This design comes from an exercise in tuning for small area, a short achievable clock period and few clock cycles per item on the open sky130 flow, not from production work.
RTL that was checked went through simulation tests only; none was proved equivalent to the original.
Power and IR drop assume default switching activity.

// MD5
module MD5(
    input wire clk,
    input wire reset_n,
    input wire cs,
    input wire we,
    input wire [7:0] address,
    input wire [31:0] write_data,
    output wire [31:0] read_data
);
clock: 9.0 ns
lec_check: 0
abc_area: 1
cap_margin: 20
core_margin: 2
core_utilization: 45
cts_cluster_diameter: 240
cts_cluster_size: 20
setup_slack_margin: 4.0
slew_margin: 20
synth_hierarchical: 1
standard.sh (not shown) runs the stock make flow with config.mk's settings and CLKGATE_MAP_FILE= SYNTH_SCRIPT=/design/flow/synth_recipe.tcl, a recipe that flattens the netlist after the stock synthesis.
==> flow/flow/run.sh <==
#!/bin/bash
# The standard layout (the standard.sh) with two changes:
# - synthesis: Yosys does not map adders to the library's full/half-adder cells
#   (ADDER_MAP_FILE is empty), so ABC maps the adders' logic together with the
#   rest. Registers are mapped exactly as in the standard synthesis.
# - placement: every input and output port is still given a buffer, but the
#   buffer is sky130_fd_sc_hd__buf_4 instead of the delay cell that
#   buffer_ports picks by default.
# make's full output goes to flow_make.log; ORFS keeps each step's log under orfs/logs/.
set -euo pipefail
bash standard.sh ADDER_MAP_FILE= "BUFFER_PORTS_ARGS=-buffer_cell sky130_fd_sc_hd__buf_4" finish > flow_make.log 2>&1
Testbench counts at the start, summed over its fixed seeds: cycles 13,695, blocks 192.
Then changed:
==> flow/flow/run.sh (replaced) <==
#!/bin/bash
# The standard layout (the standard.sh), with one change to synthesis: Yosys does not map
# adders to the library's full/half-adder cells (ADDER_MAP_FILE is empty), so ABC maps the
# adders' logic together with the rest. Registers are mapped exactly as in the standard synthesis.
# make's full output goes to flow_make.log; ORFS keeps each step's log under orfs/logs/.
set -euo pipefail
bash standard.sh ADDER_MAP_FILE= finish > flow_make.log 2>&1
--- a/flow/config.mk
+++ b/flow/config.mk
@@ -11,4 +11,4 @@
 export CORE_UTILIZATION = 45
-export CTS_CLUSTER_DIAMETER = 240
-export CTS_CLUSTER_SIZE = 20
+export CTS_CLUSTER_DIAMETER = 220
+export CTS_CLUSTER_SIZE = 18
 export SETUP_SLACK_MARGIN = 4.0
@@ -16 +16,2 @@
 export SYNTH_HIERARCHICAL = 1
+export TNS_END_PERCENT = 5
After rerunning: Cell count hardly moves. Clock skew went up by 13 ps. Wire length went down by 0.74%. Global-route usage went down by 0.23 points. Clock power went up by 9.1%. Power went up by 1.8%. Non-clock buffer count went down by 8. Worst setup slack loses 75 ps. Via count went down by 0.34%.
Then changed:
--- a/flow/config.mk
+++ b/flow/config.mk
@@ -16,2 +16 @@
 export SYNTH_HIERARCHICAL = 1
-export TNS_END_PERCENT = 5
Count of clock-buffer cells in the layout stays the same.
Utilization climbs by 0.47 points.
Fmax climbs by 1.3%.
Via count climbs by 0.34%.
Area after synthesis stays the same.
Cell area climbs by 0.93%.
Critical path depth climbs by 2.
Then changed:
==> flow/flow/run.sh (replaced) <==
#!/bin/bash
# The standard layout (the standard.sh) with two changes:
# - synthesis: Yosys does not map adders to the library's full/half-adder cells
#   (ADDER_MAP_FILE is empty), so ABC maps the adders' logic together with the
#   rest. Registers are mapped exactly as in the standard synthesis.
# - placement: every input and output port is still given a buffer, but the
#   buffer is sky130_fd_sc_hd__buf_4 instead of the delay cell that
#   buffer_ports picks by default.
# make's full output goes to flow_make.log; ORFS keeps each step's log under orfs/logs/.
set -euo pipefail
bash standard.sh ADDER_MAP_FILE= "BUFFER_PORTS_ARGS=-buffer_cell sky130_fd_sc_hd__buf_4" finish > flow_make.log 2>&1
--- a/flow/config.mk
+++ b/flow/config.mk
@@ -13,3 +13,3 @@
 export CTS_CLUSTER_SIZE = 18
-export SETUP_SLACK_MARGIN = 4.0
+export SETUP_SLACK_MARGIN = 4.1
 export SLEW_MARGIN = 20
The changed run finished with timing, DRC and antenna clean.
Area after synthesis stays the same.
Via count rose by 0.83%.
Design area barely changes.
Total power is higher by 0.93%.
Clock power barely changes.
Die area stays the same.
Combinational power increases by about 5%.
Worst hold slack is worse by 33 ps.
Sequential power barely changes.
Count of clock-buffer cells in the layout increases by 2.

* * *

Another version of the RTL of MD5 (not shown whole).
For scale: ~5500 cells after synthesis, roughly 76 I/O pins, ~0.049 sq mm of cells after synthesis.
Design MD5, start of the top module:
module MD5(
    input wire clk,
    input wire reset_n,
    input wire cs,
    input wire we,
    input wire [7:0] address,
    input wire [31:0] write_data,
    output wire [31:0] read_data
);
export LEC_CHECK = 0
export ABC_AREA = 1
export CAP_MARGIN = 20
export CORE_MARGIN = 2
export CORE_UTILIZATION = 55
export CTS_BUF_LIST = sky130_fd_sc_hd__clkbuf_8
export SETUP_SLACK_MARGIN = 4.0
export SLEW_MARGIN = 20
create_clock -name core_clock -period 9.0 [get_ports {clk}]
run.sh (not shown) runs the stock make flow with config.mk's settings and CLKGATE_MAP_FILE= SYNTH_SCRIPT=/design/flow/synth_recipe.tcl, a recipe that flattens the netlist after the stock synthesis.
Stock flow here: none of the scripts above is used.
Change:
- CORE_UTILIZATION: 55 -> 40
Power came out lower by about 0.4%.
Cell count goes up by about 7%.
Final area is higher by about 3%.
Fmax came out higher by 3.2%.
Via count is lower by 0.41%.
Change:
==> flow/flow/run.sh (new file) <==
#!/bin/bash
# The standard layout (the standard.sh), with one change to synthesis: Yosys does not map
# adders to the library's full/half-adder cells (ADDER_MAP_FILE is empty), so ABC maps the
# adders' logic together with the rest. Registers are mapped exactly as in the standard synthesis.
# make's full output goes to flow_make.log; ORFS keeps each step's log under orfs/logs/.
set -euo pipefail
bash standard.sh ADDER_MAP_FILE= finish > flow_make.log 2>&1
==> flow/standard.sh (new file) <==
#!/bin/bash
# synth_recipe.tcl (not shown) runs the flow's synth.tcl, then flattens the netlist and writes it again
# the make line also repeats each setting of config.mk as NAME=value (left out here)
make -C /OpenROAD-flow-scripts/flow DESIGN_CONFIG=/design/flow/config.mk WORK_HOME=/design/flow/orfs CLKGATE_MAP_FILE= SYNTH_SCRIPT=/design/flow/synth_recipe.tcl "${@:-finish}"
- CTS_BUF_LIST: sky130_fd_sc_hd__clkbuf_8 -> default
removed: flow/run.sh
=> Routed wire length rose by 6.5%; worst setup slack improved by 0.19 ns; synthesized area rose by 1.2%; non-clock buffer count fell by 130; power rose by 4.5%; flip-flop and latch count does not change; count of clock-buffer cells in the layout fell by 34; worst hold slack got worse by 0.0086 ns; core utilization fell by 2.2 points; global-route usage rose by 1.9 points.
Change:
==> flow/run.sh (new file) <==
#!/bin/bash
# synth_recipe.tcl (not shown) runs the flow's synth.tcl, then flattens the netlist and writes it again
# the make line also repeats each setting of config.mk as NAME=value (left out here)
make -C /OpenROAD-flow-scripts/flow DESIGN_CONFIG=/design/flow/config.mk WORK_HOME=/design/flow/orfs CLKGATE_MAP_FILE= SYNTH_SCRIPT=/design/flow/synth_recipe.tcl finish
removed: flow/flow/run.sh
removed: flow/standard.sh
Sequential share of layout area falls by 2.0 points.
Setup slack degrades by 0.15 ns.
Synthesized area went down by 1.2%.
Via count shrinks by 8.2%.
Change:
- CTS_BUF_LIST: default -> sky130_fd_sc_hd__clkbuf_8
- SETUP_SLACK_MARGIN: 4.0 -> 3.6
- clock power shrinks by 15%
- synthesized cell count does not change
- routed wire length shrinks by 3.1%
- sequential share of layout area grows by 2.4 points
- via count shrinks by 1.4%
Function was not checked in any run of this note: the RTL went through the layout flow alone.

* * *

MD5 with an RTL version that a note above also has.
Size in the first run: about 5,600 cells after synthesis, roughly 800 flip-flops, about 76 I/O pins, ~47,000 um2 of cells after synthesis.
make LEC_CHECK=0 ABC_AREA=1 CAP_MARGIN=20 CORE_MARGIN=2 CORE_UTILIZATION=45 CTS_CLUSTER_DIAMETER=220 CTS_CLUSTER_SIZE=18 SETUP_SLACK_MARGIN=4.0 SLEW_MARGIN=20 SYNTH_HIERARCHICAL=1 finish   # period 9.0 ns
Stock flow here: none of the scripts above is used.
The baseline passed the timing, DRC and antenna checks.
Testbench counts at the start, summed over its fixed seeds: cycles 13,695, blocks 192.
Then changed:
==> flow/flow/run.sh (new file) <==
#!/bin/bash
# The standard layout (the standard.sh) with two changes:
# - synthesis: Yosys does not map adders to the library's full/half-adder cells
#   (ADDER_MAP_FILE is empty), so ABC maps the adders' logic together with the
#   rest. Registers are mapped exactly as in the standard synthesis.
# - placement: every input and output port is still given a buffer, but the
#   buffer is sky130_fd_sc_hd__buf_4 instead of the delay cell that
#   buffer_ports picks by default; flow/io.tcl keeps the read path's ports
#   together on the top edge.
# make's full output goes to flow_make.log; ORFS keeps each step's log under orfs/logs/.
set -euo pipefail
bash standard.sh ADDER_MAP_FILE= "BUFFER_PORTS_ARGS=-buffer_cell sky130_fd_sc_hd__buf_4" IO_CONSTRAINTS="$PWD/flow/io.tcl" finish > flow_make.log 2>&1
==> flow/flow/io.tcl (new file) <==
# Keep the read path's ports (address, cs, we, read_data) together on the
# top edge, so that the read multiplexer and its ports sit close together.
set_io_pin_constraint -region top:110-190 -pin_names {address[0] address[1] address[2] address[3] address[4] address[5] address[6] address[7] cs we read_data[0] read_data[1] read_data[2] read_data[3] read_data[4] read_data[5] read_data[6] read_data[7] read_data[8] read_data[9] read_data[10] read_data[11] read_data[12] read_data[13] read_data[14] read_data[15] read_data[16] read_data[17] read_data[18] read_data[19] read_data[20] read_data[21] read_data[22] read_data[23] read_data[24] read_data[25] read_data[26] read_data[27] read_data[28] read_data[29] read_data[30] read_data[31]}
==> flow/standard.sh (new file) <==
#!/bin/bash
# synth_recipe.tcl (not shown) runs the flow's synth.tcl, then flattens the netlist and writes it again
# the make line also repeats each setting of config.mk as NAME=value (left out here)
make -C /OpenROAD-flow-scripts/flow DESIGN_CONFIG=/design/flow/config.mk WORK_HOME=/design/flow/orfs CLKGATE_MAP_FILE= SYNTH_SCRIPT=/design/flow/synth_recipe.tcl "${@:-finish}"
removed: flow/run.sh
Design area shrinks by a few percent; register-to-register slack gets better by 0.69 ns; clock-buffer cell count came out lower by 2; total power came out lower by about a fifth.
Then changed:
==> flow/flow/run.sh (replaced) <==
#!/bin/bash
# The standard layout (the standard.sh), with one change to synthesis: Yosys does not map
# adders to the library's full/half-adder cells (ADDER_MAP_FILE is empty), so ABC maps the
# adders' logic together with the rest. Registers are mapped exactly as in the standard synthesis.
# make's full output goes to flow_make.log; ORFS keeps each step's log under orfs/logs/.
set -euo pipefail
bash standard.sh ADDER_MAP_FILE= finish > flow_make.log 2>&1
CORE_UTILIZATION = 40   (was 45)
GPL_ROUTABILITY_DRIVEN = 0   (was unset)
removed: flow/flow/io.tcl
=> Sequential cell count does not change. Count of clock-buffer cells in the layout is higher by 1. Power barely changes. Worst setup slack hardly moves.
Then changed:
==> flow/flow/run.sh (replaced) <==
#!/bin/bash
# The standard layout (the standard.sh) with two changes:
# - synthesis: Yosys does not map adders to the library's full/half-adder cells
#   (ADDER_MAP_FILE is empty), so ABC maps the adders' logic together with the
#   rest. Registers are mapped exactly as in the standard synthesis.
# - placement: every input and output port is still given a buffer, but the
#   buffer is sky130_fd_sc_hd__buf_4 instead of the delay cell that
#   buffer_ports picks by default.
# make's full output goes to flow_make.log; ORFS keeps each step's log under orfs/logs/.
set -euo pipefail
bash standard.sh ADDER_MAP_FILE= "BUFFER_PORTS_ARGS=-buffer_cell sky130_fd_sc_hd__buf_4" finish > flow_make.log 2>&1
CORE_UTILIZATION = 45   (was 40)
GPL_ROUTABILITY_DRIVEN = unset   (was 0)
Outcome: The changed run finished with timing, DRC and antenna clean. Non-clock buffer count shrinks by 45. Via count shrinks by 1.9%. Cell count shrinks by about 3.2%. Total power grows by about 0.33%. Utilization grows by 4.5 points.
Then changed:
--- a/flow/flow/run.sh
+++ b/flow/flow/run.sh
@@ -11 +11 @@
-bash standard.sh ADDER_MAP_FILE= "BUFFER_PORTS_ARGS=-buffer_cell sky130_fd_sc_hd__buf_4" finish > flow_make.log 2>&1
+bash standard.sh ADDER_MAP_FILE= "BUFFER_PORTS_ARGS=-buffer_cell sky130_fd_sc_hd__buf_4" SYNTH_SCRIPT="$PWD/flow/synth.tcl" finish > flow_make.log 2>&1
==> flow/flow/core_abc.script (new file) <==
strash
dch
map -a
topo
stime -c
buffer -c
upsize -c
dnsize -c
==> flow/flow/synth.tcl (new file) <==
# The standard flow's synthesis (synth_recipe.tcl, run unchanged), with one change: ABC maps
# the module MD5_core with the script core_abc.script (ORFS's area script with
# area-oriented mapping, map -a). Every other module is
# mapped with the script that the flow settings choose. ABC maps only
# combinational logic; registers are mapped by synth.tcl as in the standard
# synthesis.
set flow_dir [file dirname [file normalize [info script]]]
proc abc {args} {
  global flow_dir
  set i [lsearch -exact $args -script]
  set core [lreplace $args [expr {$i + 1}] [expr {$i + 1}] $flow_dir/core_abc.script]
  yosys abc {*}$core MD5_core
  yosys abc {*}$args * MD5_core %d
}
source [file dirname $flow_dir]/synth_recipe.tcl
SETUP_SLACK_MARGIN = 4.1   (was 4.0)
Total power is higher by 4.7%; sequential cell count is unchanged; non-clock buffer count increases by 279; synthesized cell count decreases by 14%; wire length shrinks by 1.9%.
Then changed:
--- a/flow/flow/run.sh
+++ b/flow/flow/run.sh
@@ -11 +11 @@
-bash standard.sh ADDER_MAP_FILE= "BUFFER_PORTS_ARGS=-buffer_cell sky130_fd_sc_hd__buf_4" SYNTH_SCRIPT="$PWD/flow/synth.tcl" finish > flow_make.log 2>&1
+bash standard.sh ADDER_MAP_FILE= "BUFFER_PORTS_ARGS=-buffer_cell sky130_fd_sc_hd__buf_4" finish > flow_make.log 2>&1
SETUP_SLACK_MARGIN = 4.2   (was 4.1)
removed: flow/flow/core_abc.script
removed: flow/flow/synth.tcl
Total power falls by 3.5%.
Core utilization falls by 4.2 points.
Cell area falls by 1.1%.
Worst hold slack gets worse by 0.019 ns.
Final cell count rises by 11%.
Count of clock-buffer cells in the layout is unchanged.
Synthesized cell count rises by 16%.
Worst setup slack gets better by 1.1 ns.
Sequential power hardly moves.
Die area rises by 6.3%.
Sequential share of layout area rises by 0.47 points.

* * *

MD5, a different RTL version from the one above (not shown whole).
For scale: ~6500 cells after synthesis, about 76 I/O pins.
Settings: LEC_CHECK=0, ABC_AREA=1, CAP_MARGIN=20, CORE_MARGIN=2, CORE_UTILIZATION=40, SETUP_SLACK_MARGIN=4.0, SLEW_MARGIN=20, SYNTH_HIERARCHICAL=1; clock period 9.0 ns.
standard.sh (not shown) runs the stock make flow with config.mk's settings and CLKGATE_MAP_FILE= SYNTH_SCRIPT=/design/flow/synth_recipe.tcl, a recipe that flattens the netlist after the stock synthesis.
==> flow/flow/run.sh <==
#!/bin/bash
# The standard layout (the standard.sh), with one change to synthesis: Yosys does not map
# adders to the library's full/half-adder cells (ADDER_MAP_FILE is empty), so ABC maps the
# adders' logic together with the rest. Registers are mapped exactly as in the standard synthesis.
# make's full output goes to flow_make.log; ORFS keeps each step's log under orfs/logs/.
set -euo pipefail
bash standard.sh ADDER_MAP_FILE= finish > flow_make.log 2>&1
The starting point completed without violations.
Testbench counts at the start, summed over its fixed seeds: cycles 13,695, blocks 192.
Next try:
- CTS_CLUSTER_DIAMETER: default -> 250
- CTS_CLUSTER_SIZE: default -> 16
- SETUP_SLACK_MARGIN: 4.0 -> 4.1
After rerunning: The changed run went through all stages and came out clean; fmax came out higher by 1.8%; routed wire length came out higher by 0.45%; area after synthesis stays the same; power came out lower by 12%; core utilization came out lower by 0.55 points; clock skew came out lower by 16 ps; combinational power came out higher by about 4%; sequential share of layout area came out higher by 0.47 points.
Next try:
- SETUP_SLACK_MARGIN: 4.1 -> 4.0
The new run finished with timing, DRC and antenna clean.
Total power decreases by 0.51%.
Non-clock buffer count decreases by 18.
Worst setup slack is worse by 110 ps.
Sequential share of layout area increases by 0.47 points.
Flip-flop and latch count does not change.
Synthesized cell count stays the same.
Die area stays the same.
Final area decreases by 1.2%.
Utilization decreases by 0.56 points.
Critical path depth does not change.
Next try:
- CTS_CLUSTER_DIAMETER: 250 -> default
- CTS_CLUSTER_SIZE: 16 -> default
- PLACE_DENSITY: default -> 0.72
After rerunning: Critical path depth decreases by 3. Synthesized area does not change. Worst setup slack improved by 3.1 ps. Wire length decreases by 2.6%. Total power increases by 13%. Cell area increases by 1.6%.
Next try:
- CTS_CLUSTER_DIAMETER: default -> 220
- CTS_CLUSTER_SIZE: default -> 18
- PLACE_DENSITY: 0.72 -> default
Clock-buffer cell count falls by 17.
Clock power went down by a quarter to a third.
Final cell count falls slightly.

## re-timing with driven ports
The results above use ideal ports. As a check the final layouts listed here were re-extracted and re-timed, cells and wires unchanged.
Step 1 (the two cells are an assumption about what drives the block):
set clk [get_ports {clk}]
set_driving_cell -lib_cell sky130_fd_sc_hd__clkbuf_16 $clk
set_driving_cell -lib_cell sky130_fd_sc_hd__buf_2 [delete_from_list [all_inputs] $clk]
Step 2 adds t to the input delays and takes it off the output delays; t is the mean of the earliest and latest rising clock arrival at the registers after step 1. Input paths then give back, and output paths get back, about the clock's delay inside the block.
a / b / c = ideal ports / drivers / drivers and shift; a / b = the first two.
run | shift t [ns] | setup slack, ns | slew at the worst register clock pin (ns)
the first run of note 1 | 0.734 | 4.040 / 4.016 / 3.643 | 0.12 / 0.12
the second run of note 1 | 0.752 | 3.965 / 3.947 / 3.373 | 0.12 / 0.12
the third run of note 1 | 0.747 | 4.031 / 4.014 / 3.504 | 0.12 / 0.12
the fourth run of note 1 | 0.746 | 4.112 / 4.087 / 3.618 | 0.11 / 0.11
the first run of note 2 | 0.914 | 3.497 / 3.497 / 3.261 | 0.07 / 0.07
the second run of note 2 | 0.922 | 3.669 / 3.611 / 3.225 | 0.08 / 0.08
the third run of note 2 | 0.748 | 3.863 / 3.761 / 3.498 | 0.08 / 0.08
the fourth run of note 2 | 0.770 | 3.714 / 3.623 / 3.393 | 0.07 / 0.07
the fifth run of note 2 | 0.929 | 3.658 / 3.513 / 2.904 | 0.08 / 0.08
the first run of note 3 | 0.747 | 3.518 / 3.518 / 3.440 | 0.10 / 0.10
the second run of note 3 | 0.738 | 4.042 / 4.012 / 4.012 | 0.11 / 0.11
the third run of note 3 | 0.742 | 4.040 / 4.018 / 3.461 | 0.11 / 0.11
the fourth run of note 3 | 0.744 | 4.047 / 4.023 / 3.616 | 0.11 / 0.11
the fifth run of note 3 | 0.758 | 2.997 / 2.997 / 2.997 | 0.11 / 0.11
the sixth run of note 3 | 0.748 | 4.086 / 4.046 / 3.825 | 0.11 / 0.11
the first run of note 4 | 0.748 | 4.072 / 4.039 / 3.515 | 0.07 / 0.07
the second run of note 4 | 0.770 | 4.158 / 4.118 / 3.544 | 0.12 / 0.12
the third run of note 4 | 0.768 | 4.047 / 4.013 / 3.526 | 0.12 / 0.12
the fourth run of note 4 | 0.782 | 4.050 / 4.025 / 3.370 | 0.07 / 0.07
the fifth run of note 4 | 0.764 | 4.088 / 4.056 / 3.523 | 0.12 / 0.12
After both steps setup and hold are still met in every run listed. For the fifth run of note 2, which loses most, drivers alone change the setup slack by -0.145 ns; drivers and shift together by -0.754 ns.
